This design comes from an exercise in tuning for small area and a short achievable clock period on the open sky130 flow, not from production work.
In this exercise RTL edits were held to simulation tests only and were not proved equivalent to the original.
Power figures rest on the tool's default switching activity, not on a simulated workload.

==> flow/design.v <==
module dataplane_top #(
    parameter DATA_WIDTH = 64
)(
    input  logic                    clk,
    input  logic                    rst_n,
    input  logic [31:0]             AWADDR,
    input  logic [ 2:0]             AWPROT,
    input  logic                    AWVALID,
    output logic                    AWREADY,
    input  logic [31:0]             WDATA,
    input  logic [ 3:0]             WSTRB,
    input  logic                    WVALID,
    output logic                    WREADY,
    input  logic                    BREADY,
    output logic                    BVALID,
    output logic [ 1:0]             BRESP,
    input  logic [31:0]             ARADDR,
    input  logic [ 2:0]             ARPROT,
    input  logic                    ARVALID,
    output logic                    ARREADY,
    input  logic                    RREADY,
    output logic                    RVALID,
    output logic [31:0]             RDATA,
    output logic [ 1:0]             RRESP,
    input  logic                    tvalid,
    input  logic [DATA_WIDTH-1:0]   tdata,
    input  logic [DATA_WIDTH/8-1:0] tkeep,
    input  logic                    tlast,
    output logic                    tready
);
assign tready = 1'b1;
assign BRESP  = 2'b00;
assign RRESP  = 2'b00;
logic        we_r;       
logic        wdone_r;    
logic        w_ctrl;     
logic        w_ok;       
logic [31:0] wdata_r;
logic        awv, wdv;   
wire         wdone = we_r & wdone_r;
assign AWREADY = ~awv;
always_ff @(posedge clk or negedge rst_n) begin
    if (!rst_n) begin
        WREADY  <= 1'b1;
        awv     <= 1'b0;
        wdv     <= 1'b0;
        BVALID  <= 1'b0;
        we_r    <= 1'b0;
        wdone_r <= 1'b0;
    end
    else begin
        if (AWVALID && !awv) awv <= 1'b1;
        if (WVALID && !wdv) begin
            WREADY <= 1'b0;
            wdv    <= 1'b1;
        end
        if (wdone && awv && wdv) begin
            BVALID  <= 1'b1;
            WREADY  <= 1'b1;
            awv     <= 1'b0;
            wdv     <= 1'b0;
            we_r    <= 1'b0;
        end
        if (BVALID && BREADY) BVALID <= 1'b0;
        if (awv && wdv && !wdone) we_r <= 1'b1;
        wdone_r <= we_r & w_ok;
    end
end
always_ff @(posedge clk) begin
    if (!awv) begin
        w_ctrl <= (AWADDR[31:30] == 2'b00) && (AWADDR[5:2] == 4'h1);
        w_ok   <= (AWADDR[31:30] != 2'b11);
    end
    if (!wdv) wdata_r <= WDATA;
end
logic        rv;
logic [63:0] rd;
logic        rl;
logic [7:0]  f [0:7];
function automatic logic [2:0] oh2(input logic [1:0] x);
    oh2 = {x[1] & x[0], x[1] ^ x[0], ~x[1] & ~x[0]};
endfunction
function automatic logic [8:0] ohc(input logic [8:0] a, input logic [8:0] b);
    ohc = '0;
    for (int i = 0; i < 9; i++)
        for (int j = 0; j < 9; j++)
            if (i + j < 9) ohc[i + j] = ohc[i + j] | (a[i] & b[j]);
endfunction
logic [8:0] pc [0:7];    
logic [7:0] fin [0:7];
always_comb begin
    logic [8:0] k0, k2, k4, k6, p4;
    k0 = {6'b0, oh2(tkeep[1:0])};
    k2 = {6'b0, oh2(tkeep[3:2])};
    k4 = {6'b0, oh2(tkeep[5:4])};
    k6 = {7'b0, tkeep[6], ~tkeep[6]};
    p4 = ohc(k0, k2);
    pc[0] = 9'd1;
    pc[1] = {7'b0, tkeep[0], ~tkeep[0]};
    pc[2] = k0;
    pc[3] = ohc(k0, {7'b0, tkeep[2], ~tkeep[2]});
    pc[4] = p4;
    pc[5] = ohc(p4, {7'b0, tkeep[4], ~tkeep[4]});
    pc[6] = ohc(p4, k4);
    pc[7] = ohc(pc[6], k6);
    for (int l = 0; l < 8; l++) fin[l] = pc[l][7:0] & {8{tkeep[l]}};
end
always_ff @(posedge clk or negedge rst_n) begin
    if (!rst_n) rv <= 1'b0;
    else        rv <= tvalid;
end
always_ff @(posedge clk) begin
    rd <= tdata;
    rl <= tlast;
    for (int l = 0; l < 8; l++) f[l] <= fin[l];
end
logic [3:0] ohi;
logic [7:0] olo;
wire        sop = (ohi == 4'd0) && olo[0];
logic [9:1] T;
logic [8:1] N;
always_comb begin
    T[9] = 1'b0;
    for (int k = 1; k <= 8; k++) begin
        T[k] = 1'b0;
        for (int l = k - 1; l < 8; l++) T[k] = T[k] | f[l][k-1];
    end
    for (int k = 1; k <= 8; k++) N[k] = T[k] & ~T[k+1];
end
logic [7:0] sv;
logic [7:0] sel [0:7];
logic [7:0] D [0:7];
logic [7:0] olo_nx;
logic       ocy;
always_comb begin
    for (int s = 0; s < 8; s++) begin
        sv[s] = 1'b0;
        for (int lo = 0; lo < 8; lo++)
            if (olo[lo]) sv[s] = sv[s] | T[((s - lo + 8) % 8) + 1];
        for (int l = 0; l < 8; l++) begin
            sel[s][l] = 1'b0;
            for (int j = 0; j <= l; j++)
                sel[s][l] = sel[s][l] | (f[l][j] & olo[(s - j + 8) % 8]);
        end
        D[s] = 8'h00;
        for (int l = 0; l < 8; l++)
            D[s] = D[s] | (rd[l*8 +: 8] & {8{sel[s][l]}});
        olo_nx[s] = 1'b0;
        for (int k = 1; k <= 8; k++)
            olo_nx[s] = olo_nx[s] | (N[k] & olo[(s - k + 16) % 8]);
    end
    ocy = 1'b0;
    for (int lo = 0; lo < 8; lo++) ocy = ocy | (olo[lo] & T[8 - lo]);
end
always_ff @(posedge clk or negedge rst_n) begin
    if (!rst_n) begin
        ohi <= 4'd0;
        olo <= 8'd1;
    end
    else if (rv) begin
        if (rl) begin
            ohi <= 4'd0;
            olo <= 8'd1;
        end
        else if (ohi[3:2] != 2'b11) begin
            ohi <= ohi + {3'b000, ocy};
            olo <= olo_nx;
        end
    end
end
function automatic logic cov(input logic [6:0] p, input logic [3:0] hi, input logic [7:0] lo,
                             input logic [7:0] v);
    logic le, gt;
    le = 1'b0;
    gt = 1'b0;
    for (int i = 0; i < 8; i++) begin
        if (i <= p[2:0]) le = le | lo[i];
        else             gt = gt | lo[i];
    end
    cov = v[p[2:0]] && (((hi == p[6:3]) && le) || ((hi + 4'd1 == p[6:3]) && gt));
endfunction
logic [7:0]  hs [0:13];
logic [7:0]  dip_h [0:1];    
logic [3:0]  ihl_s;
logic [3:0]  lb_h;         
logic        lb_par;
logic [7:0]  proto_s;
logic [15:0] udp_src_s, udp_dst_s, tcp_src_s, tcp_dst_s;
wire  [31:0] sip_s = {hs[10], hs[11], hs[12], hs[13]};
wire  [31:0] dip_s = {dip_h[0], dip_h[1], hs[8], hs[9]};
wire [3:0] ihl_eff = (ihl_s >= 4'd5) ? ihl_s : 4'd5;
wire [6:0] l4_in   = 7'd14 + {1'b0, ihl_eff, 2'b00};
wire [3:0] lbn  = l4_in[6:3];
wire [3:0] dcur = ohi - lbn;
wire [3:0] dclr = 4'd0 - lbn;
wire       oinc = rv & ~rl & (ohi[3:2] != 2'b11) & ocy;
wire       oclr = rv & rl;
logic [4:0] dhe;
always_ff @(posedge clk or negedge rst_n) begin
    if (!rst_n) dhe <= 5'd0;
    else
        for (int i = 0; i < 5; i++)
            dhe[i] <= oclr ? (dclr == 4'(i - 1)) : oinc ? (dcur == 4'(i - 2)) : (dcur == 4'(i - 1));
end
logic [7:0] ole, ogt;
always_comb begin
    for (int x = 0; x < 8; x++) begin
        ole[x] = 1'b0;
        ogt[x] = 1'b0;
        for (int i = 0; i < 8; i++) begin
            if (i <= x) ole[x] = ole[x] | olo[i];
            else        ogt[x] = ogt[x] | olo[i];
        end
    end
end
wire       p6      = (proto_s == 8'd6);
wire       p17     = (proto_s == 8'd17);
always_ff @(posedge clk) begin
    if (rv) begin
        for (int p = 0; p < 8; p++)
            if (cov(7'(p), ohi, olo, sv)) hs[p] <= D[p];
        for (int p = 8; p < 14; p++)
            if (cov(7'(p), ohi, olo, sv) || cov((p < 10) ? 7'(p + 24) : 7'(p + 16), ohi, olo, sv))
                hs[p] <= D[p % 8];
        if (cov(7'd14, ohi, olo, sv)) ihl_s <= D[6][3:0];
        if (cov(7'd23, ohi, olo, sv)) proto_s  <= D[7];
        if (cov(7'd30, ohi, olo, sv)) dip_h[0] <= D[6];
        if (cov(7'd31, ohi, olo, sv)) dip_h[1] <= D[7];
    end
end
always_ff @(posedge clk or negedge rst_n) begin
    if (!rst_n) begin
        lb_h   <= 4'd4;
        lb_par <= 1'b1;
    end
    else begin
        lb_h   <= l4_in[6:3];
        lb_par <= ihl_eff[0];
    end
end
logic [7:0] l4b [0:3];
logic [3:0] l4en;
always_comb begin
    for (int k = 0; k < 4; k++) l4b[k] = lb_par ? D[2 + k] : D[(6 + k) % 8];
    l4en[0] = rv && (lb_par ? (sv[2] && ((dhe[(0) + 1] && ole[2]) || (dhe[(-1) + 1] && ogt[2]))) : (sv[6] && ((dhe[(0) + 1] && ole[6]) || (dhe[(-1) + 1] && ogt[6]))));
    l4en[1] = rv && (lb_par ? (sv[3] && ((dhe[(0) + 1] && ole[3]) || (dhe[(-1) + 1] && ogt[3]))) : (sv[7] && ((dhe[(0) + 1] && ole[7]) || (dhe[(-1) + 1] && ogt[7]))));
    l4en[2] = rv && (lb_par ? (sv[4] && ((dhe[(0) + 1] && ole[4]) || (dhe[(-1) + 1] && ogt[4]))) : (sv[0] && ((dhe[(1) + 1] && ole[0]) || (dhe[(0) + 1] && ogt[0]))));
    l4en[3] = rv && (lb_par ? (sv[5] && ((dhe[(0) + 1] && ole[5]) || (dhe[(-1) + 1] && ogt[5]))) : (sv[1] && ((dhe[(1) + 1] && ole[1]) || (dhe[(0) + 1] && ogt[1]))));
end
always_ff @(posedge clk or negedge rst_n) begin
    if (!rst_n) begin
        udp_src_s <= '0;
        udp_dst_s <= '0;
        tcp_src_s <= '0;
        tcp_dst_s <= '0;
    end
    else begin
        if (p6) begin
            if (l4en[0]) tcp_src_s[15:8] <= l4b[0];
            if (l4en[1]) tcp_src_s[7:0]  <= l4b[1];
            if (l4en[2]) tcp_dst_s[15:8] <= l4b[2];
            if (l4en[3]) tcp_dst_s[7:0]  <= l4b[3];
        end
        if (p17) begin
            if (l4en[0]) udp_src_s[15:8] <= l4b[0];
            if (l4en[1]) udp_src_s[7:0]  <= l4b[1];
            if (l4en[2]) udp_dst_s[15:8] <= l4b[2];
            if (l4en[3]) udp_dst_s[7:0]  <= l4b[3];
        end
    end
end
logic      eth_rdy, ip_now, l4_now;
logic      ip_rdy, l4_d, l4_rdy;
always_ff @(posedge clk or negedge rst_n) begin
    if (!rst_n) begin
        eth_rdy <= 1'b0;
        ip_now  <= 1'b0;
        l4_now  <= 1'b0;
        ip_rdy  <= 1'b0;
        l4_d    <= 1'b0;
        l4_rdy  <= 1'b0;
    end
    else begin
        if (rv) begin
            eth_rdy <= (eth_rdy & ~sop) | cov(7'd13, ohi, olo, sv);
            ip_now  <= (ip_now & ~sop) | (lb_par ? (sv[1] && ((dhe[(0) + 1] && ole[1]) || (dhe[(-1) + 1] && ogt[1]))) : (sv[5] && ((dhe[(0) + 1] && ole[5]) || (dhe[(-1) + 1] && ogt[5]))));
            l4_now  <= (l4_now & ~sop) | (p6 & (lb_par ? (sv[5] && ((dhe[(2) + 1] && ole[5]) || (dhe[(1) + 1] && ogt[5]))) : (sv[1] && ((dhe[(3) + 1] && ole[1]) || (dhe[(2) + 1] && ogt[1]))))) |
                                         (p17 & (lb_par ? (sv[1] && ((dhe[(1) + 1] && ole[1]) || (dhe[(0) + 1] && ogt[1]))) : (sv[5] && ((dhe[(1) + 1] && ole[5]) || (dhe[(0) + 1] && ogt[5])))));
        end
        ip_rdy <= ip_now;
        l4_d   <= l4_now;
        l4_rdy <= l4_d;
    end
end
logic ec, ic, uc, ks, is4, vfk;
wire  gen = ec && is4 && ic && uc && !ks;
always_ff @(posedge clk or negedge rst_n) begin
    if (!rst_n) begin
        ec  <= 1'b0;
        ic  <= 1'b0;
        uc  <= 1'b0;
        ks  <= 1'b0;
        is4 <= 1'b0;
        vfk <= 1'b0;
    end
    else begin
        vfk <= gen;
        if (eth_rdy && !ec) begin
            is4 <= ({hs[12], hs[13]} == 16'h0800);
            ec  <= 1'b1;
        end
        if (ip_rdy && ec && !ic) ic <= 1'b1;
        if (l4_rdy && ic && !uc) uc <= 1'b1;
        if (gen) ks <= 1'b1;
        if (!eth_rdy) begin
            ec <= 1'b0;
            ic <= 1'b0;
            uc <= 1'b0;
            ks <= 1'b0;
        end
    end
end
logic [31:0] ctrl;
logic [47:0] rf_dmac, rf_smac;
logic [15:0] rf_et;
logic [31:0] rf_sip, rf_dip;
logic [7:0]  rf_pr;
logic [31:0] rf_udp, rf_tcp;
logic [31:0] fk_sip, fk_dip;
logic [15:0] fk_sp, fk_dp;
logic        fk_udp;
logic        v_ctrl, v_eth, v_ip, v_l4, v_fk;
always_ff @(posedge clk or negedge rst_n) begin
    if (!rst_n) begin
        v_ctrl <= 1'b0;
        v_eth  <= 1'b0;
        v_ip   <= 1'b0;
        v_l4   <= 1'b0;
        v_fk   <= 1'b0;
    end
    else begin
        if (we_r && w_ctrl) v_ctrl <= 1'b1;
        if (eth_rdy)        v_eth  <= 1'b1;
        if (ip_rdy)         v_ip   <= 1'b1;
        if (l4_rdy)         v_l4   <= 1'b1;
        if (vfk)            v_fk   <= 1'b1;
    end
end
always_ff @(posedge clk) begin
    if (eth_rdy && !ec) begin
        rf_dmac <= {hs[0], hs[1], hs[2], hs[3], hs[4], hs[5]};
        rf_smac <= {hs[6], hs[7], hs[8], hs[9], hs[10], hs[11]};
        rf_et   <= {hs[12], hs[13]};
    end
    if (ip_rdy && !ic) begin
        rf_sip <= sip_s;
        rf_dip <= dip_s;
        rf_pr  <= proto_s;
    end
    if (l4_rdy) begin
        rf_udp <= {udp_src_s, udp_dst_s};
        rf_tcp <= {tcp_src_s, tcp_dst_s};
    end
    if (vfk) begin
        fk_sip <= rf_sip;
        fk_dip <= rf_dip;
        fk_udp <= (rf_pr == 8'd17);
        fk_sp  <= (rf_pr == 8'd17) ? udp_src_s : tcp_src_s;
        fk_dp  <= (rf_pr == 8'd17) ? udp_dst_s : tcp_dst_s;
    end
    if (we_r && w_ctrl) ctrl <= wdata_r;
end
wire [127:0] fk = {24'h0, fk_sip, fk_dip, fk_sp, fk_dp,
                   3'b000, fk_udp, 1'b0, ~fk_udp, ~fk_udp, fk_udp};
logic       re_r, rdone_r;
logic       arv;         
assign ARREADY = ~arv;
logic [3:0] raddr;
logic [31:0] rdata_r;
logic [31:0] rmux;
always_comb begin
    case (raddr)
        4'h0: rmux = 32'hDEADBEEF;
        4'h1: rmux = {32{v_ctrl}} & ctrl;
        4'h2: rmux = {32{v_eth}} & rf_dmac[31:0];
        4'h3: rmux = {32{v_eth}} & {16'h0, rf_dmac[47:32]};
        4'h4: rmux = {32{v_eth}} & rf_smac[31:0];
        4'h5: rmux = {32{v_eth}} & {16'h0, rf_smac[47:32]};
        4'h6: rmux = {32{v_eth}} & {16'h0, rf_et};
        4'h7: rmux = {32{v_ip}} & rf_sip;
        4'h8: rmux = {32{v_ip}} & rf_dip;
        4'h9: rmux = {32{v_ip}} & {24'h0, rf_pr};
        4'ha: rmux = {32{v_l4}} & rf_udp;
        4'hb: rmux = {32{v_l4}} & rf_tcp;
        4'hc: rmux = {32{v_fk}} & fk[31:0];
        4'hd: rmux = {32{v_fk}} & fk[63:32];
        4'he: rmux = {32{v_fk}} & fk[95:64];
        default: rmux = {32{v_fk}} & fk[127:96];
    endcase
end
always_ff @(posedge clk or negedge rst_n) begin
    if (!rst_n) begin
        arv     <= 1'b0;
        RVALID  <= 1'b0;
        RDATA   <= 32'b0;
        re_r    <= 1'b0;
        rdone_r <= 1'b0;
    end
    else begin
        re_r    <= ARVALID && !arv;
        rdone_r <= re_r;
        if (ARVALID && !arv) arv <= 1'b1;
        if (rdone_r) begin
            RDATA  <= rdata_r;
            RVALID <= 1'b1;
        end
        if (RVALID && RREADY) begin
            RVALID  <= 1'b0;
            arv     <= 1'b0;
        end
    end
end
always_ff @(posedge clk) begin
    if (!arv) raddr <= ARADDR[5:2];
    rdata_r <= rmux;
end
endmodule
==> flow/flow/run.sh <==
#!/bin/bash
export BUFFER_PORTS_ARGS="-buffer_cell sky130_fd_sc_hd__buf_2"
bash standard.sh > standard.log 2>&1
==> flow/standard.sh <==
#!/bin/bash
# synth_recipe.tcl (not shown) runs the flow's synth.tcl, then flattens the netlist and writes it again
# the make line also repeats each setting of config.mk as NAME=value (left out here)
make -C /OpenROAD-flow-scripts/flow DESIGN_CONFIG=/design/flow/config.mk WORK_HOME=/design/flow/orfs CLKGATE_MAP_FILE= SYNTH_SCRIPT=/design/flow/synth_recipe.tcl "${@:-finish}"
==> flow/config.mk <==
export PLATFORM = sky130hd
export DESIGN_NAME = dataplane_top
export DESIGN_NICKNAME = dataplane_top
export VERILOG_FILES = /design/flow/design.v
export SDC_FILE = /design/flow/constraint.sdc
export NUM_CORES = 4
export LEC_CHECK = 0
export CAP_MARGIN = 40
export CORE_MARGIN = 2
export CORE_UTILIZATION = 50
export CTS_CLUSTER_DIAMETER = 80
export CTS_CLUSTER_SIZE = 24
export SLEW_MARGIN = 60
==> flow/constraint.sdc <==
create_clock -name core_clock -period 15.0 [get_ports {clk}]
set_input_delay 3.0000 -clock core_clock [delete_from_list [all_inputs] [get_ports {clk}]]
set_output_delay 3.0000 -clock core_clock [all_outputs]
set_load 0.01 [all_outputs]
==> qor.yml, run 1 <==
status: "no timing/DRC/antenna violations"
crit_type: "reg -> out"
first_global_vias: 22700
drive_above_1_share: 0.169
tightestPinTransition_ns: 0.655
synth_cell_types: 79
yosysSeqAreaShare: 0.656
cts.sinks: 830
final_util: 0.561
path_clk_slew_ns: 0.09
grt_pass1_wl_um: 160000
grt_max_degree: 70
crit_fanout: 5
drc: 0
ios: 229
muxShareOfSynthArea: 0.0548
r2r_cells: 6
clock_path_buffers: 3
fin_worst_skew_ns: 0.0359
cp-endpoint: "ARREADY"
maxCapViolCount: 0
ant_nets: 0
async_flop_share: 0.171
crit_slowest_cell: "dfrtp_1"
wirelength_um: 112000
gp_congestion: 0.951
rows: 96
cp.depth: 2
ctsHoldBuffers: 0
gr-usage-met1: 0.417
top_usage_layer: "met2"
yosys.area_share.simple: 0.0799
antenna_found_initial: 1
die_y_um: 268
yosys_warnings: 9
cp-startpoint: "arv$_DFFE_PN0P_"
wl_per_cell_um: 30.1
core_area_sq_mm: 0.0688
min_period_ns: 4.34
viasPerCell: 6.48
drt_iter0_markers: 3668
critPathMaxStageDelay_ns: 0.40
yosys.area_share.adder: 0.00523
maxSlewViolCount: 0
cts-root-buf: "clkbuf_16"
rsz0062_at_grt: "false"
port_buffers: 159
fillers: 5681
synth_top_family_by_area: "compound AO/OA/AOI/OAI gates"
crit_path_end_kind: "primary output"
path_cells: "inv_1 -> buf_2"
power_density_mw_per_mm2: 154
netlist_area_sq_mm: 0.0349
clk_latency_ns: 0.64
dr.pass1.iters: 8
overflow: 0
synth-seq-cells: 830
max_freq_mhz: 230
crit_family: "flip-flops"
start_util: 0.507
cts-buffers-inserted: 44
hp-class: "reg -> reg"
hold_violations: 0
fin_nets: 2952
reg2reg_setup_slack_ns: 11.73
dieArea_sq_mm: 0.0720
synth.avg_cell_area_sq_um: 12.9
htree_num_levels: 2
synth_compound_area_frac: 0.166
cp.required_ns: 12.00
p_leak_nw: 13.7
syn2layout_area_growth_pct: 10.6
setup_viol: 0
synth_xor_area_frac: 0.00151
crit_arrival_ns: 1.34
syn_inst: 2707
grt_usage: 0.310
timing.rr.start: "f[4][1]$_DFF_P_"
max-slew-margin-rel: 0.563
fin_crit_sh: 0.290
dr_total_vias: 24100
post_cts_buffers: 0
ir_worst_vdd_mv: 0.0992
start_kind: "register"
die_w_um: 268
crit_buf_inv: 2
setup-tns-final_ns: 0
synth-main-ff-cell: "edfxtp_1"
r2r_end: "dip_h[0][1]$_DFFE_PP_"
cts_tree: "done"
cts_resized: 0
hpwlAfterDp_um: 81400
diodes: 0
met2_usage: 0.513
synth_edf_count: 555
met3_usage: 0.0362
-- flip-flops by register name (all words and copies together), names as in the netlist, 16 cells and up --
signal     count
hs           112
rd            64
rf_dmac       48
rf_smac       48
f             36
RDATA         32
ctrl          32
fk_dip        32
fk_sip        32
rdata_r       32
rf_dip        32
rf_sip        32
rf_tcp        32
rf_udp        32
wdata_r       32
dip_h         16
fk_dp         16
fk_sp         16
rf_et         16
tcp_dst_s     16
tcp_src_s     16
udp_dst_s     16
udp_src_s     16
-- how the worst min path moves through the flow --
stage,from,end,slack (ns),cells past startpoint
6_report,re_r$_DFF_PN0_,rdone_r$_DFF_PN0_,0.36,0
5_1_grt,re_r$_DFF_PN0_,rdone_r$_DFF_PN0_,0.37,0
4_1_cts,re_r$_DFF_PN0_,rdone_r$_DFF_PN0_,0.36,0
3_5_place_dp,re_r$_DFF_PN0_,rdone_r$_DFF_PN0_,0.34,0
3_3_place_gp,l4_d$_DFF_PN0_,l4_rdy$_DFF_PN0_,0.34,0
2_1_floorplan,l4_d$_DFF_PN0_,l4_rdy$_DFF_PN0_,0.33,0
-- power by group --
group | switching [W] | internal (W)
Clock | 0.000746 | 0.000610
Sequential | 0.000207 | 0.00294
Combinational | 0.000997 | 0.000432
-- kinds of logic (layout without fill, tap and decap cells) --
group	Yosys count	after routing
XOR/XNOR	6	6
other	2	5
AO/OA/AOI/OAI	757	757
flip-flops	830	830
adder cells (fa/ha/maj)	14	14
multiplexers	178	178
buffers and inverters	332	406
AND/OR/NAND/NOR	588	588
-- layout make-up --
type | count | area, sq um | area share
clock buffers | 64 | 1230 | 0.0318
clock inverters | 15 | 184 | 0.00476
inverters | 85 | 319 | 0.00826
multi-input cells | 1548 | 11200 | 0.291
flip-flops and latches | 830 | 22900 | 0.593
well taps | 931 | 1160 | 0.0302
repair buffers | 242 | 1590 | 0.0412
-- Yosys cell counts, types with 37 or more instances --
cell       count  area, sq um
mux2i_1      121         1210
a22oi_1      225         1690
a222oi_1      51          510
mux2_2        41          462
clkbuf_1     157          589
inv_1         83          312
a221oi_1      55          482
dfxtp_1      133         2660
a21oi_1       80          400
nor2_1        57          214
o21ai_0       54          270
nand4_1       39          244
nand2_1      302         1130
nand3_1       37          185
edfxtp_1     555        16700
o2111ai_1     44          385
dfrtp_1      139         3480
buf_1         75          282
o22ai_1       54          338
a22o_1        90          788
-- cell usage in the layout (no fill, tap or decap), drive strengths merged, types with 17 or more instances in the layout --
| master | instances |
|---|---|
| a222oi | 51 |
| o21ai | 59 |
| a22o | 90 |
| a2111oi | 18 |
| nor2 | 57 |
| mux2 | 57 |
| nand2 | 302 |
| inv | 91 |
| nand3 | 37 |
| a221oi | 55 |
| and2 | 25 |
| a21oi | 86 |
| o2111ai | 44 |
| edfxtp | 555 |
| clkbuf | 65 |
| nand4 | 39 |
| o22ai | 54 |
| o221ai | 26 |
| mux2i | 121 |
| a22oi | 225 |
| buf | 240 |
| dfxtp | 133 |
| nor3 | 17 |
| dfrtp | 139 |
-- stage by stage --
step	hold WS, ns	power [W]	instances	area (sq um)	setup slack [ns]
after floorplan	0.331	0.00387	2710	34900	8.93
after global placement	0.336	0.00450	3612	36500	10.34
after detailed placement	0.340	0.00459	3629	37000	10.31
after CTS	0.360	0.00593	3708	38400	10.62
after global routing	0.367	0.00614	3715	38600	10.59
final	0.357	0.00593	3715	38600	10.66
-- routing by layer --
layer	up-vias	wire length, um
met1	12100	44700
met5	-	0
li1	10600	-
met4	0	5000
met3	183	8280
met2	1256	53900
==> inputs of run 2 (changes only) <==
--- a/flow/config.mk
+++ b/flow/config.mk
@@ -6,8 +6,8 @@
 export NUM_CORES = 4
 export LEC_CHECK = 0
-export CAP_MARGIN = 40
+export CAP_MARGIN = 20
 export CORE_MARGIN = 2
 export CORE_UTILIZATION = 50
 export CTS_CLUSTER_DIAMETER = 80
 export CTS_CLUSTER_SIZE = 24
-export SLEW_MARGIN = 60
+export SLEW_MARGIN = 30
==> run 2 against run 1 <==
Compared with the run above:
- critical path type unchanged
- critical path depth is the same
- worst hold slack lost 0.0010 ns
- final area shrank 2.0%
- still clean on timing, DRC and antenna
- power shrank 2.0%
==> qor.yml, run 2 <==
status: "no timing/DRC/antenna violations"
fin_nets: 2927
crit_fanout: 5
port_buffers: 159
mostFrequentLayoutCells: "edfxtp_1, nand2_1, a22oi_1"
yosys-top-cells-area: "edfxtp_1, dfrtp_1, dfxtp_1, a22oi_1, mux2i_1"
hp-class: "reg -> reg"
async_flop_share: 0.171
die_y_um: 268
first_global_vias: 22600
netlist_area_sq_mm: 0.0349
dr_total_vias: 24100
power_w: 0.00581
synthMostInstantiatedCell: "edfxtp_1"
fin_crit_sh: 0.289
synth_edf_count: 555
p_leak_nw: 13.4
cts_resized: 0
reg_top3: "hs (112), rd (64)"
dp_cells: 3612
ios: 229
synth-main-ff-cell: "edfxtp_1"
grt_usage: 0.310
clock_path_buffers: 3
ir_worst_vdd_mv: 0.114
post_cts_buffers: 0
antenna_found_initial: 2
yosysTopAreaCellShare: 0.477
crit_type: "reg -> out"
dieArea_sq_mm: 0.0720
core_area_sq_mm: 0.0688
ys_top_cells_by_count: "edfxtp_1, nand2_1, a22oi_1, clkbuf_1, dfrtp_1"
final_cell_count_no_fill: 3695
rows: 96
synth-seq-cells: 830
crit_arrival_ns: 1.33
viasPerCell: 6.52
max_freq_mhz: 231
syn_inst: 2707
syn2layout_area_growth_pct: 8.44
tightestPinTransition_ns: 1.11
largest_reg_flops: 112
dr.pass1.iters: 9
crit_path_end_kind: "primary output"
gp_congestion: 0.951
clk_latency_ns: 0.63
worst_slack_ns: 10.67
drt_iter0_markers: 3686
cts_tree: "done"
maxSlewViolCount: 0
ant_nets: 0
yosys_warnings: 9
cts.sinks: 830
largest_register: "hs"
drc: 0
wl_per_cell_um: 30.3
wirelength_um: 112000
cts-buffers-inserted: 43
synth_top_area_cell: "edfxtp_1"
hpwlAfterDp_um: 80600
fin_worst_skew_ns: 0.0370
start_kind: "register"
cts-root-buf: "clkbuf_16"
drive_above_1_share: 0.138
path_cells: "inv_1 -> buf_2"
yosysSeqAreaShare: 0.656
htree_num_levels: 2
grt_pass1_wl_um: 160000
fillers: 5685
pre_cts_ws_ns: 10.31
path_clk_slew_ns: 0.09
hold_violations: 0
setup-tns-final_ns: 0
rsz0062_at_grt: "false"
grt_max_degree: 76
synth_cell_types: 79
crit_slowest_cell: "dfrtp_1"
ctsHoldBuffers: 0
synth.avg_cell_area_sq_um: 12.9
cp.required_ns: 12.00
min_period_ns: 4.33
start_util: 0.507
critPathMaxStageDelay_ns: 0.40
setup_viol: 0
overflow: 0
max-slew-margin-rel: 0.260
power_density_mw_per_mm2: 153
layout_commonest_cell: "edfxtp_1"
die_w_um: 268
maxCapViolCount: 0
[run 2: cell count changes in the layout (fill, tap and decap cells not counted), moves of 5 or more]
| cell | change |
|---|---|
| buf_8 | -7 |
| o2111ai_1 | +20 |
| mux2i_2 | -11 |
| o2111ai_2 | -20 |
| buf_12 | -5 |
| buf_2 | -7 |
| mux2i_1 | +13 |
| nor2_2 | -5 |
| clkbuf_1 | +6 |
| nor2_1 | +7 |
[run 2: cell type report]
type | instances | area (sq um) | area share
Sequential cell | 830 | 22900 | 0.605
Multi-Input combinational cell | 1548 | 10900 | 0.288
Timing Repair Buffer | 218 | 1260 | 0.0332
Clock buffer | 68 | 1210 | 0.0320
Tap cell | 931 | 1160 | 0.0308
Inverter | 85 | 319 | 0.00843
Clock inverter | 11 | 116 | 0.00307
Antenna cell | 4 | 10.0 | 0.000264
[run 2: where the power goes]
| group | internal (W) | leakage [nW] | total, W | switching [W] |
|---|---|---|---|---|
| logic | 0.000380 | 4.65 | 0.00135 | 0.000969 |
| registers | 0.00294 | 8.13 | 0.00315 | 0.000208 |
| clock network | 0.000577 | 0.630 | 0.00131 | 0.000736 |
| total | 0.00390 | 13.4 | 0.00581 | 0.00191 |
[run 2: cell families after synthesis]
group	after synthesis	synth area share
AND/OR/NAND/NOR	588	0.0799
adder cells (fa/ha/maj)	14	0.00523
AO/OA/AOI/OAI	757	0.166
XOR/XNOR	6	0.00151
multiplexers	178	0.0548
other	2	0.000215
flip-flops	830	0.656
buffers and inverters	332	0.0369
[run 2: stage by stage]
step	hold WS [ns]	cell area [sq um]	utilization
finish	0.356	37900	0.550
global route	0.365	37800	0.550
CTS	0.356	37800	0.549
detailed placement	0.335	36500	0.530
global placement	0.336	36500	0.530
floorplan	0.331	34900	-
[run 2: worst max-delay path, delay by kind of cell, from the launching register on]
kind	cells	cell delay [ns]
buffers and inverters	2	0.31
DFF	1	0.40
[run 2: worst paths after layout]
kind                                         start                        to  slack, ns  cells past startpoint
min in group asynchronous                    rst_n  udp_src_s[0]$_DFFE_PN0P_       2.37                      1
worst max-delay path               arv$_DFFE_PN0P_                   ARREADY      10.67                      2
worst min register to register      l4_d$_DFF_PN0_          l4_rdy$_DFF_PN0_       0.36                      0
worst max register to register  raddr[1]$_DFFE_PN_       rdata_r[30]$_DFF_P_      11.39                      9
max in group asynchronous                    rst_n             vfk$_DFF_PN0_      11.51                      2
worst min-delay path                l4_d$_DFF_PN0_          l4_rdy$_DFF_PN0_       0.36                      0
[run 2: layer usage]
metal  track usage  part of all wire  vias to the layer above
met1         0.415              0.40                    12000
met5             0                 0                        -
met2         0.522              0.49                     1303
li1              -                 -                    10600
met3        0.0375             0.075                      198
met4         0.110             0.040                        0
==> inputs of run 3 (changes only) <==
--- a/flow/design.v
+++ b/flow/design.v
@@ -37,12 +37,15 @@
 logic        w_ok;       
 logic [31:0] wdata_r;
-logic        awv, wdv;   
+logic        awr, wrr;
+logic        awo, wro;
 wire         wdone = we_r & wdone_r;
-assign AWREADY = ~awv;
+assign AWREADY = ~awo;
+assign WREADY  = ~wro;
 always_ff @(posedge clk or negedge rst_n) begin
     if (!rst_n) begin
-        WREADY  <= 1'b1;
-        awv     <= 1'b0;
-        wdv     <= 1'b0;
+        awr     <= 1'b1;
+        wrr     <= 1'b1;
+        awo     <= 1'b0;
+        wro     <= 1'b0;
         BVALID  <= 1'b0;
         we_r    <= 1'b0;
@@ -50,27 +53,31 @@
     end
     else begin
-        if (AWVALID && !awv) awv <= 1'b1;
-        if (WVALID && !wdv) begin
-            WREADY <= 1'b0;
-            wdv    <= 1'b1;
-        end
-        if (wdone && awv && wdv) begin
-            BVALID  <= 1'b1;
-            WREADY  <= 1'b1;
-            awv     <= 1'b0;
-            wdv     <= 1'b0;
-            we_r    <= 1'b0;
+        if (AWVALID && awr) begin
+            awr <= 1'b0;
+            awo <= 1'b1;
+        end
+        if (WVALID && wrr) begin
+            wrr <= 1'b0;
+            wro <= 1'b1;
+        end
+        if (wdone && !awr && !wrr) begin
+            BVALID <= 1'b1;
+            awr    <= 1'b1;
+            wrr    <= 1'b1;
+            awo    <= 1'b0;
+            wro    <= 1'b0;
+            we_r   <= 1'b0;
         end
         if (BVALID && BREADY) BVALID <= 1'b0;
-        if (awv && wdv && !wdone) we_r <= 1'b1;
+        if (!awr && !wrr && !wdone) we_r <= 1'b1;
         wdone_r <= we_r & w_ok;
     end
 end
 always_ff @(posedge clk) begin
-    if (!awv) begin
+    if (awr) begin
         w_ctrl <= (AWADDR[31:30] == 2'b00) && (AWADDR[5:2] == 4'h1);
         w_ok   <= (AWADDR[31:30] != 2'b11);
     end
-    if (!wdv) wdata_r <= WDATA;
+    if (wrr) wdata_r <= WDATA;
 end
 logic        rv;
@@ -374,6 +381,7 @@
                    3'b000, fk_udp, 1'b0, ~fk_udp, ~fk_udp, fk_udp};
 logic       re_r, rdone_r;
-logic       arv;         
-assign ARREADY = ~arv;
+logic       arr;         
+logic       aro;         
+assign ARREADY = ~aro;
 logic [3:0] raddr;
 logic [31:0] rdata_r;
@@ -401,5 +409,6 @@
 always_ff @(posedge clk or negedge rst_n) begin
     if (!rst_n) begin
-        arv     <= 1'b0;
+        arr     <= 1'b1;
+        aro     <= 1'b0;
         RVALID  <= 1'b0;
         RDATA   <= 32'b0;
@@ -408,7 +417,10 @@
     end
     else begin
-        re_r    <= ARVALID && !arv;
+        re_r    <= ARVALID && arr;
         rdone_r <= re_r;
-        if (ARVALID && !arv) arv <= 1'b1;
+        if (ARVALID && arr) begin
+            arr <= 1'b0;
+            aro <= 1'b1;
+        end
         if (rdone_r) begin
             RDATA  <= rdata_r;
@@ -417,10 +429,11 @@
         if (RVALID && RREADY) begin
             RVALID  <= 1'b0;
-            arv     <= 1'b0;
+            arr     <= 1'b1;
+            aro     <= 1'b0;
         end
     end
 end
 always_ff @(posedge clk) begin
-    if (!arv) raddr <= ARADDR[5:2];
+    if (arr) raddr <= ARADDR[5:2];
     rdata_r <= rmux;
 end
==> run 3 against run 2 <==
Compared with the run above:
- clock skew fell by 0.011 ns
- clock-buffer cell count rose by 1
- still clean
- combinational power barely moved
- flip-flop and latch count rose by 2
- global-route usage rose by 0.50 points
- non-clock buffer count fell by 6
- clock power barely moved
- worst setup slack improved by 0.094 ns
- core utilization fell by 0.51 points
- sequential share of layout area fell by 0.13 points
==> qor.yml, run 3 <==
met3_usage: 0.0477
synth_top_area_cell: "edfxtp_1"
path_clk_slew_ns: 0.09
wirelength_um: 115000
hp-class: "reg -> reg"
synth_cell_types: 76
met2_usage: 0.516
synth.avg_cell_area_sq_um: 12.6
largest_register: "hs"
gr-usage-met1: 0.417
max_freq_mhz: 236
mostFrequentLayoutCells: "edfxtp_1, nand2_1, a22oi_1"
fin_nets: 2987
die_w_um: 269
ctsHoldBuffers: 0
htree_num_levels: 2
largest_reg_flops: 112
die_y_um: 269
grt_max_degree: 85
rows: 97
power_density_mw_per_mm2: 153
dr_total_vias: 24500
post_cts_buffers: 0
gp_congestion: 0.914
p_clk_frac: 0.222
reg2reg_setup_slack_ns: 11.37
min_to: "l4_rdy$_DFF_PN0_"
fin_worst_skew_ns: 0.0261
cp.required_ns: 15.49
overflow: 0
intPower_w: 0.00388
maxCapViolCount: 0
setup_viol: 0
grt_usage: 0.315
syn_inst: 2780
clock_path_buffers: 3
hold_violations: 0
ir_worst_vdd_mv: 0.101
ios: 229
yosysTopAreaCellShare: 0.474
max-slew-margin-rel: 0.284
crit_fanout: 5
ys_top_cells_by_count: "edfxtp_1, nand2_1, a22oi_1, clkbuf_1, dfrtp_1"
holdPathStages: 0
cts-buffers-inserted: 42
worst_slack_ns: 10.76
fin_crit_sh: 0.283
cts.sinks: 832
yosys_warnings: 9
synthMostInstantiatedCell: "edfxtp_1"
drt_iter0_markers: 3289
switching_share: 0.331
min-delay-start: "l4_d$_DFF_PN0_"
yosys-top-cells-area: "edfxtp_1, dfrtp_1, dfxtp_1, a22oi_1, mux2i_1"
netlist_area_sq_mm: 0.0351
first_global_vias: 23500
setup-tns-final_ns: 0
syn2layout_area_growth_pct: 8.26
tightestPinTransition_ns: 1.07
drive_above_1_share: 0.130
drc: 0
start_util: 0.503
synth_edf_count: 555
post_dp_cell_area_sq_mm: 0.0367
timing.rr.start: "raddr[1]$_DFFE_PP_"
final_area_sq_mm: 0.0380
dr.pass1.iters: 10
rsz0062_at_grt: "false"
yosysSeqAreaShare: 0.653
core_area_sq_mm: 0.0698
clk_latency_ns: 0.61
grt_pass1_wl_um: 164000
cts_tree: "done"
status: "no timing/DRC/antenna violations"
r2r_cells: 7
reg_top3: "hs (112), rd (64)"
port_buffers: 159
crit_arrival_ns: 4.73
p_leak_nw: 13.6
r2r_end: "rdata_r[3]$_DFF_P_"
async_flop_share: 0.173
start_kind: "primary input"
combPwrFrac: 0.230
antenna_found_initial: 3
crit_path_end_kind: "register"
min_period_ns: 4.24
switchingPower_w: 0.00192
dieArea_sq_mm: 0.0724
p_seq_frac: 0.548
cts_resized: 0
synth-seq-cells: 832
hpwlAfterDp_um: 81400
crit_type: "in -> reg"
ant_nets: 0
maxSlewViolCount: 0
top_usage_layer: "met2"
synth-main-ff-cell: "edfxtp_1"
wl_per_cell_um: 30.6
cts-root-buf: "clkbuf_16"
pre_cts_ws_ns: 10.21
power_w: 0.00580
layout_commonest_cell: "edfxtp_1"
viasPerCell: 6.52
hold_slack_ns: 0.357
## run 3: power by group through the flow
| stage | registers, W | clock network [W] | logic (W) |
|---|---|---|---|
| 6_report | 0.00318 | 0.00129 | 0.00134 |
| 5_1_grt | 0.00321 | 0.00139 | 0.00141 |
| 4_1_cts | 0.00317 | 0.00131 | 0.00132 |
| 3_5_place_dp | 0.00322 | 0 | 0.00131 |
| 3_3_place_gp | 0.00321 | 0 | 0.00129 |
| 2_1_floorplan | 0.00313 | 0 | 0.000739 |
## run 3: metal layers
metal | up-vias | share of wire
li1 | 10700 | -
met4 | 0 | 0.050
met1 | 12300 | 0.39
met2 | 1326 | 0.48
met3 | 198 | 0.083
met5 | - | 0
## run 3: layout make-up
cell class | instances | area, sq um
fill | 5883 | 31800
sequential | 832 | 22900
multi-input combinational | 1598 | 11000
timing repair buffer | 212 | 1210
clock buffer | 69 | 1190
tap | 940 | 1180
inverter | 100 | 375
clock inverter | 9 | 103
antenna | 1 | 2.50
## run 3: critical path, stage by stage
cell	delay, ns
buf_2	0.12
inv_1	0.06
ha_1	0.35
a22oi_1	0.28
nand2_1	0.17
a222oi_1	0.43
nor2_1	0.12
o21a_1	0.20
## run 3: worst max path at each step
stage          slack, ns              end             from  cells after the start
3_5_place_dp       10.21  f[7][4]$_DFF_P_         tkeep[0]                      8
6_report           10.76  f[7][4]$_DFF_P_         tkeep[0]                      8
5_1_grt            10.68  f[7][4]$_DFF_P_         tkeep[2]                      8
3_3_place_gp       10.28  f[7][4]$_DFF_P_         tkeep[0]                      8
2_1_floorplan       8.93  is4$_DFFE_PN0P_   ec$_DFFE_PN0P_                      2
4_1_cts            10.79          AWREADY  awo$_DFFE_PN0P_                      2
## run 3: logic make-up (layout without fill, tap and decap cells)
kind of cell,Yosys count,count (layout),share of synthesized area
mux,169,169,0.0493
simple gates,648,648,0.0861
compound gates,756,756,0.165
fa+ha+maj,14,14,0.00520
buf+inv,353,390,0.0399
flops,832,832,0.653
xor+xnor,6,6,0.00150
other cells,2,6,0.000214
## run 3: metrics by stage
stage | cells | utilization
6_report | 3761 | 0.545
5_1_grt | 3760 | 0.545
4_1_cts | 3758 | 0.544
3_5_place_dp | 3680 | 0.526
3_3_place_gp | 3680 | 0.525
2_1_floorplan | 2783 | -
==> inputs of run 4 (changes only) <==
--- a/flow/config.mk
+++ b/flow/config.mk
@@ -11,3 +11,3 @@
 export CTS_CLUSTER_DIAMETER = 80
 export CTS_CLUSTER_SIZE = 24
-export SLEW_MARGIN = 30
+export SLEW_MARGIN = 20
==> run 4 against run 3 <==
Compared with the run above:
- die area is the same
- flip-flop and latch count is the same
- still clean on timing, DRC and antenna
- combinational power about the same
- critical path type unchanged
- first-iteration DRC count up 0.12%
- largest power group unchanged
- clock skew up 0.0026 ns
- critical endpoint unchanged
==> qor.yml, run 4 <==
dr.pass1.iters: 9
reg2reg_setup_slack_ns: 11.28
htree_num_levels: 2
pre_cts_ws_ns: 10.19
r2r_end: "udp_dst_s[13]$_DFFE_PN0P_"
die_w_um: 269
ir_worst_vdd_mv: 0.117
maxCapViolCount: 0
yosysSeqAreaShare: 0.653
cts-root-buf: "clkbuf_16"
intPower_w: 0.00389
synth_top_area_cell: "edfxtp_1"
cp-startpoint: "tkeep[2]"
yosysTopAreaCellShare: 0.474
dr_total_vias: 24600
crit_type: "in -> reg"
cp-endpoint: "f[7][4]$_DFF_P_"
yosys-top-cells-area: "edfxtp_1, dfrtp_1, dfxtp_1, a22oi_1, mux2i_1"
ant_nets: 0
clock_path_buffers: 3
drt_iter0_markers: 3293
grt_usage: 0.316
fin_nets: 2986
first_global_vias: 23500
grt_pass1_wl_um: 165000
netlist_area_sq_mm: 0.0351
path_clk_slew_ns: 0.09
start_kind: "primary input"
syn_inst: 2780
async_flop_share: 0.173
fin_crit_sh: 0.283
core_area_sq_mm: 0.0698
largest_register: "hs"
drive_above_1_share: 0.129
cts.sinks: 832
min-delay-start: "l4_d$_DFF_PN0_"
p_clk_frac: 0.226
antenna_found_initial: 4
hpwlAfterDp_um: 81300
die_y_um: 269
layout_commonest_cell: "edfxtp_1"
switching_share: 0.333
ys_top_cells_by_count: "edfxtp_1, nand2_1, a22oi_1, clkbuf_1, dfrtp_1"
synthMostInstantiatedCell: "edfxtp_1"
cp.required_ns: 15.51
min_period_ns: 4.24
largest_reg_flops: 112
worst_slack_ns: 10.76
post_cts_buffers: 0
wirelength_um: 115000
grt_max_degree: 85
r2r_cells: 6
cts_resized: 0
fin_worst_skew_ns: 0.0288
p_seq_frac: 0.545
synth-main-ff-cell: "edfxtp_1"
crit_fanout: 6
mostFrequentLayoutCells: "edfxtp_1, nand2_1, a22oi_1"
ctsHoldBuffers: 0
maxSlewViolCount: 0
dieArea_sq_mm: 0.0724
tightestPinTransition_ns: 1.19
start_util: 0.503
timing.rr.start: "olo[0]$_DFFE_PN1P_"
syn2layout_area_growth_pct: 8.13
viasPerCell: 6.54
max_freq_mhz: 236
setup_viol: 0
switchingPower_w: 0.00194
p_leak_nw: 13.5
synth.avg_cell_area_sq_um: 12.6
synth_edf_count: 555
crit_path_end_kind: "register"
crit_arrival_ns: 4.76
rsz0062_at_grt: "false"
hp-class: "reg -> reg"
rows: 97
gp_congestion: 0.914
reg_top3: "hs (112), rd (64)"
final_util: 0.544
power_density_mw_per_mm2: 153
ios: 229
combPwrFrac: 0.228
drc: 0
hold_violations: 0
synth_cell_types: 76
status: "no timing/DRC/antenna violations"
yosys_warnings: 9
cts_tree: "done"
clk_latency_ns: 0.63
overflow: 0
wl_per_cell_um: 30.6
cts-buffers-inserted: 43
max-slew-margin-rel: 0.203
port_buffers: 159
synth-seq-cells: 832
setup-tns-final_ns: 0
[run 4: changes by cell type in the layout (fill, tap and decap cells not counted), sizes merged]
| cell | change |
|---|---|
| buf | -2 |
| clkbuf | -2 |
| inv | +2 |
| bufinv | +1 |
| clkinv | -1 |
| clkinvlp | +1 |
[run 4: worst min-delay path by stage]
stage                            end  slack (ns)  depth (start not counted)
CTS                 l4_rdy$_DFF_PN0_        0.36                          0
detailed placement  l4_rdy$_DFF_PN0_        0.34                          0
floorplan           l4_rdy$_DFF_PN0_        0.33                          0
finish              l4_rdy$_DFF_PN0_        0.35                          0
global route        l4_rdy$_DFF_PN0_        0.36                          0
global placement    l4_rdy$_DFF_PN0_        0.34                          0
[run 4: worst max-delay path, stage by stage]
cell      delay [ns]
buf_2           0.12
inv_1           0.09
ha_1            0.34
a22oi_1         0.29
nand2_1         0.17
a222oi_1        0.43
nor2_1          0.12
o21a_1          0.20
[run 4: kinds of logic after synthesis]
| kind of cell | share of synthesized area |
|---|---|
| DFF | 0.653 |
| AOI/OAI and AO/OA | 0.165 |
| and+or+nand+nor | 0.0861 |
| buffers and inverters | 0.0399 |
| muxes | 0.0493 |
| adders and majority gates | 0.00520 |
| xor gates and xnor gates | 0.00150 |
| other | 0.000214 |
[run 4: per-stage QoR]
step	hold slack, ns	cell area, sq um	std cells	total power [W]
6_report	0.353	38000	3760	0.00582
5_1_grt	0.361	38000	3759	0.00603
4_1_cts	0.358	38000	3759	0.00582
3_5_place_dp	0.339	36700	3680	0.00453
3_3_place_gp	0.336	36700	3680	0.00449
2_1_floorplan	0.331	35100	2783	0.00387
[run 4: power by group through the flow]
stage | clock, W | sequential (W) | combinational, W
finish | 0.00132 | 0.00318 | 0.00133
global route | 0.00141 | 0.00321 | 0.00140
CTS | 0.00134 | 0.00317 | 0.00131
detailed placement | 0 | 0.00322 | 0.00131
global placement | 0 | 0.00321 | 0.00129
floorplan | 0 | 0.00313 | 0.000739
[run 4: cell type report]
cell class              count  area, sq um
flip-flops and latches    832        22900
multi-input cells        1598        11000
diodes                      1         2.50
well taps                 940         1180
repair buffers            210         1180
fillers                  5899        31800
clock inverters            12          158
clock buffers              67         1170
inverters                 100          375
[run 4: per-layer routing]
layer / share of wire / up-vias / global-route usage / wire, um
met4: 0.050 / 0 / 0.139 / 5770
met5: 0 / - / 0 / 0
met1: 0.39 / 12300 / 0.423 / 45000
met3: 0.083 / 208 / 0.0420 / 9590
met2: 0.47 / 1430 / 0.520 / 54600
li1: - / 10700 / - / -
==> inputs of run 5 (changes only) <==
--- a/flow/config.mk
+++ b/flow/config.mk
@@ -9,5 +9,5 @@
 export CORE_MARGIN = 2
 export CORE_UTILIZATION = 50
-export CTS_CLUSTER_DIAMETER = 80
-export CTS_CLUSTER_SIZE = 24
-export SLEW_MARGIN = 20
+export CTS_CLUSTER_DIAMETER = 70
+export CTS_CLUSTER_SIZE = 27
+export SLEW_MARGIN = 30
==> run 5 against run 4 <==
Compared with the run above:
- final area increased by 0.78%
- via count increased by 0.56%
- clock skew increased by 0.014 ns
- critical path type unchanged
- critical endpoint unchanged
- largest cell class unchanged
- largest power group unchanged
- highest routed layer unchanged
==> qor.yml, run 5 <==
reg2reg_setup_slack_ns: 11.36
critPathMaxStageDelay_ns: 0.43
htree_num_levels: 2
p_clk_frac: 0.242
synth_top_area_cell: "edfxtp_1"
muxShareOfSynthArea: 0.0493
drive_above_1_share: 0.136
crit_fanout: 5
ir_worst_vdd_mv: 0.107
grt_pass1_wl_um: 165000
switchingPower_w: 0.00200
synth-main-ff-cell: "edfxtp_1"
tightestPinTransition_ns: 1.05
netlist_area_sq_mm: 0.0351
drc: 0
min_period_ns: 4.22
maxSlewViolCount: 0
synth-seq-cells: 832
setup_viol: 0
layout_commonest_cell: "edfxtp_1"
grt_max_degree: 85
hp-class: "reg -> reg"
wl_per_cell_um: 30.6
cts_resized: 0
start_util: 0.503
hold_violations: 0
crit_slowest_cell: "a222oi_1"
fillers: 5856
die_y_um: 269
post_cts_buffers: 0
reg_top3: "hs (112), rd (64)"
fin_worst_skew_ns: 0.0428
clk_latency_ns: 0.66
holdPathStages: 0
crit_type: "in -> reg"
power_density_mw_per_mm2: 156
switching_share: 0.336
cts-buffers-inserted: 44
crit_arrival_ns: 4.76
viasPerCell: 6.56
start_kind: "primary input"
worst_slack_ns: 10.78
die_w_um: 269
cp-startpoint: "tkeep[0]"
max-slew-margin-rel: 0.300
synth_xor_area_frac: 0.00150
yosys-top-cells-area: "edfxtp_1, dfrtp_1, dfxtp_1, a22oi_1, mux2i_1"
core_area_sq_mm: 0.0698
cts_tree: "done"
timing.rr.start: "olo[4]$_DFFE_PN0P_"
intPower_w: 0.00395
largest_register: "hs"
drt_iter0_markers: 3134
dr.pass1.iters: 9
r2r_cells: 7
grt_usage: 0.317
cp.required_ns: 15.54
yosys.area_share.adder: 0.00520
setup-tns-final_ns: 0
combPwrFrac: 0.224
yosys.area_share.simple: 0.0861
p_leak_nw: 13.7
crit_buf_inv: 2
yosys_warnings: 9
path_cells: "buf_2 -> inv_1 -> ha_1 -> a22oi_1 -> nand2_1 -> a222oi_1 -> nor2_1 -> o21a_1"
synth_edf_count: 555
status: "no timing/DRC/antenna violations"
rows: 97
yosysSeqAreaShare: 0.653
hpwlAfterDp_um: 81400
async_flop_share: 0.173
clock_path_buffers: 3
ios: 229
cp.depth: 8
p_seq_frac: 0.534
path_clk_slew_ns: 0.10
port_buffers: 159
synth_compound_area_frac: 0.165
dieArea_sq_mm: 0.0724
cts-root-buf: "clkbuf_16"
mostFrequentLayoutCells: "edfxtp_1, nand2_1, a22oi_1"
first_global_vias: 23500
synth_top_family_by_area: "compound AO/OA/AOI/OAI gates"
r2r_end: "udp_dst_s[13]$_DFFE_PN0P_"
syn2layout_area_growth_pct: 8.97
synth_cell_types: 76
syn_inst: 2780
yosysTopAreaCellShare: 0.474
crit_path_end_kind: "register"
largest_reg_flops: 112
synth.avg_cell_area_sq_um: 12.6
pre_cts_ws_ns: 10.21
cp-endpoint: "f[7][4]$_DFF_P_"
crit_family: "compound AO/OA/AOI/OAI gates"
cts.sinks: 832
ant_nets: 0
multiInputGateArea_sq_mm: 0.0110
dr_total_vias: 24700
wirelength_um: 115000
ys_top_cells_by_count: "edfxtp_1, nand2_1, a22oi_1, clkbuf_1, dfrtp_1"
max_freq_mhz: 237
fin_crit_sh: 0.281
ctsHoldBuffers: 0
synthMostInstantiatedCell: "edfxtp_1"
regArea_sq_mm: 0.0229
fin_nets: 2989
gp_congestion: 0.914
antenna_found_initial: 4
maxCapViolCount: 0
overflow: 0
rsz0062_at_grt: "false"
## run 5: final cells by class
cell class | instances | share of cell area
Antenna cell | 3 | 0.000196
Clock buffer | 57 | 0.0309
Clock inverter | 25 | 0.00928
Inverter | 100 | 0.00980
Multi-Input combinational cell | 1598 | 0.288
Sequential cell | 832 | 0.599
Tap cell | 940 | 0.0307
Timing Repair Buffer | 212 | 0.0319
## run 5: kinds of logic (layout without fill, tap and decap cells)
group | count (synthesis) | count (layout)
simple gates | 648 | 648
flops | 832 | 832
fa+ha+maj | 14 | 14
compound gates | 756 | 756
buf+inv | 353 | 394
mux | 169 | 169
xor+xnor | 6 | 6
other cells | 2 | 8
## run 5: worst reg2reg max path: cells and delay by family, from the launching register on
| kind | cells | cell delay (ns) |
|---|---|---|
| buf+inv | 1 | 0.32 |
| mux | 2 | 1.04 |
| simple gates | 2 | 1.09 |
| flops | 1 | 0.37 |
| compound gates | 2 | 0.70 |
## run 5: how the worst min path moves through the flow
stage | start | endpoint | slack (ns)
4_1_cts | l4_d$_DFF_PN0_ | l4_rdy$_DFF_PN0_ | 0.36
3_5_place_dp | l4_d$_DFF_PN0_ | l4_rdy$_DFF_PN0_ | 0.34
2_1_floorplan | l4_d$_DFF_PN0_ | l4_rdy$_DFF_PN0_ | 0.33
5_1_grt | re_r$_DFF_PN0_ | rdone_r$_DFF_PN0_ | 0.36
3_3_place_gp | l4_d$_DFF_PN0_ | l4_rdy$_DFF_PN0_ | 0.34
6_report | re_r$_DFF_PN0_ | rdone_r$_DFF_PN0_ | 0.36
## run 5: through the flow
stage | hold WS [ns] | area [sq um] | total power [W] | utilization | cells
2_1_floorplan | 0.331 | 35100 | 0.00387 | - | 2783
3_3_place_gp | 0.336 | 36700 | 0.00449 | 0.525 | 3680
3_5_place_dp | 0.339 | 36700 | 0.00453 | 0.526 | 3680
4_1_cts | 0.361 | 38200 | 0.00595 | 0.548 | 3762
5_1_grt | 0.364 | 38300 | 0.00616 | 0.548 | 3764
6_report | 0.357 | 38300 | 0.00596 | 0.549 | 3767
## run 5: power by group through the flow
| stage | Combinational [W] | Clock (W) | Sequential [W] |
|---|---|---|---|
| 2_1_floorplan | 0.000739 | 0 | 0.00313 |
| 3_3_place_gp | 0.00129 | 0 | 0.00321 |
| 3_5_place_dp | 0.00131 | 0 | 0.00322 |
| 4_1_cts | 0.00132 | 0.00146 | 0.00317 |
| 5_1_grt | 0.00141 | 0.00154 | 0.00321 |
| 6_report | 0.00134 | 0.00144 | 0.00318 |
## run 5: routing by layer
| metal | routed length, um | vias to the layer above | GRT usage |
|---|---|---|---|
| met5 | 0 | - | 0 |
| met4 | 5990 | 0 | 0.147 |
| met3 | 9400 | 198 | 0.0417 |
| met2 | 54700 | 1352 | 0.515 |
| met1 | 45300 | 12500 | 0.424 |
| li1 | - | 10700 | - |

-- separate check: timing with driven ports --
How much do the figures lean on ideal ports? The routed layouts below were timed once more, with nothing changed but the port constraints. Step 1: set_driving_cell puts a clkbuf_16 on clk and a buf_2 on each other input, an assumption about the parent block. Step 2 moves the port delays by t, midway between the first and last clock arrival at a register: inputs arrive t later, outputs are due t later. That takes back most of the time a late clock gives input paths. Three values: ideal, step 1, step 2; two values: the first two.
| run | shift t [ns] | setup slack, ns | hold WS [ns] |
|---|---|---|---|
| run 1 | 0.691 | 10.657 / 10.592 / 10.298 | 0.357 / 0.357 / 0.357 |
| run 2 | 0.674 | 10.667 / 10.604 / 10.285 | 0.356 / 0.356 / 0.356 |
| run 3 | 0.661 | 10.760 / 10.766 / 10.121 | 0.357 / 0.357 / 0.357 |
| run 4 | 0.683 | 10.757 / 10.744 / 10.099 | 0.353 / 0.353 / 0.353 |
| run 5 | 0.702 | 10.781 / 10.723 / 10.104 | 0.357 / 0.357 / 0.357 |
After both steps setup and hold are still met in every run listed. The setup slack of run 5, which loses most, moves by -0.058 ns with the drivers and by -0.677 ns with both steps.
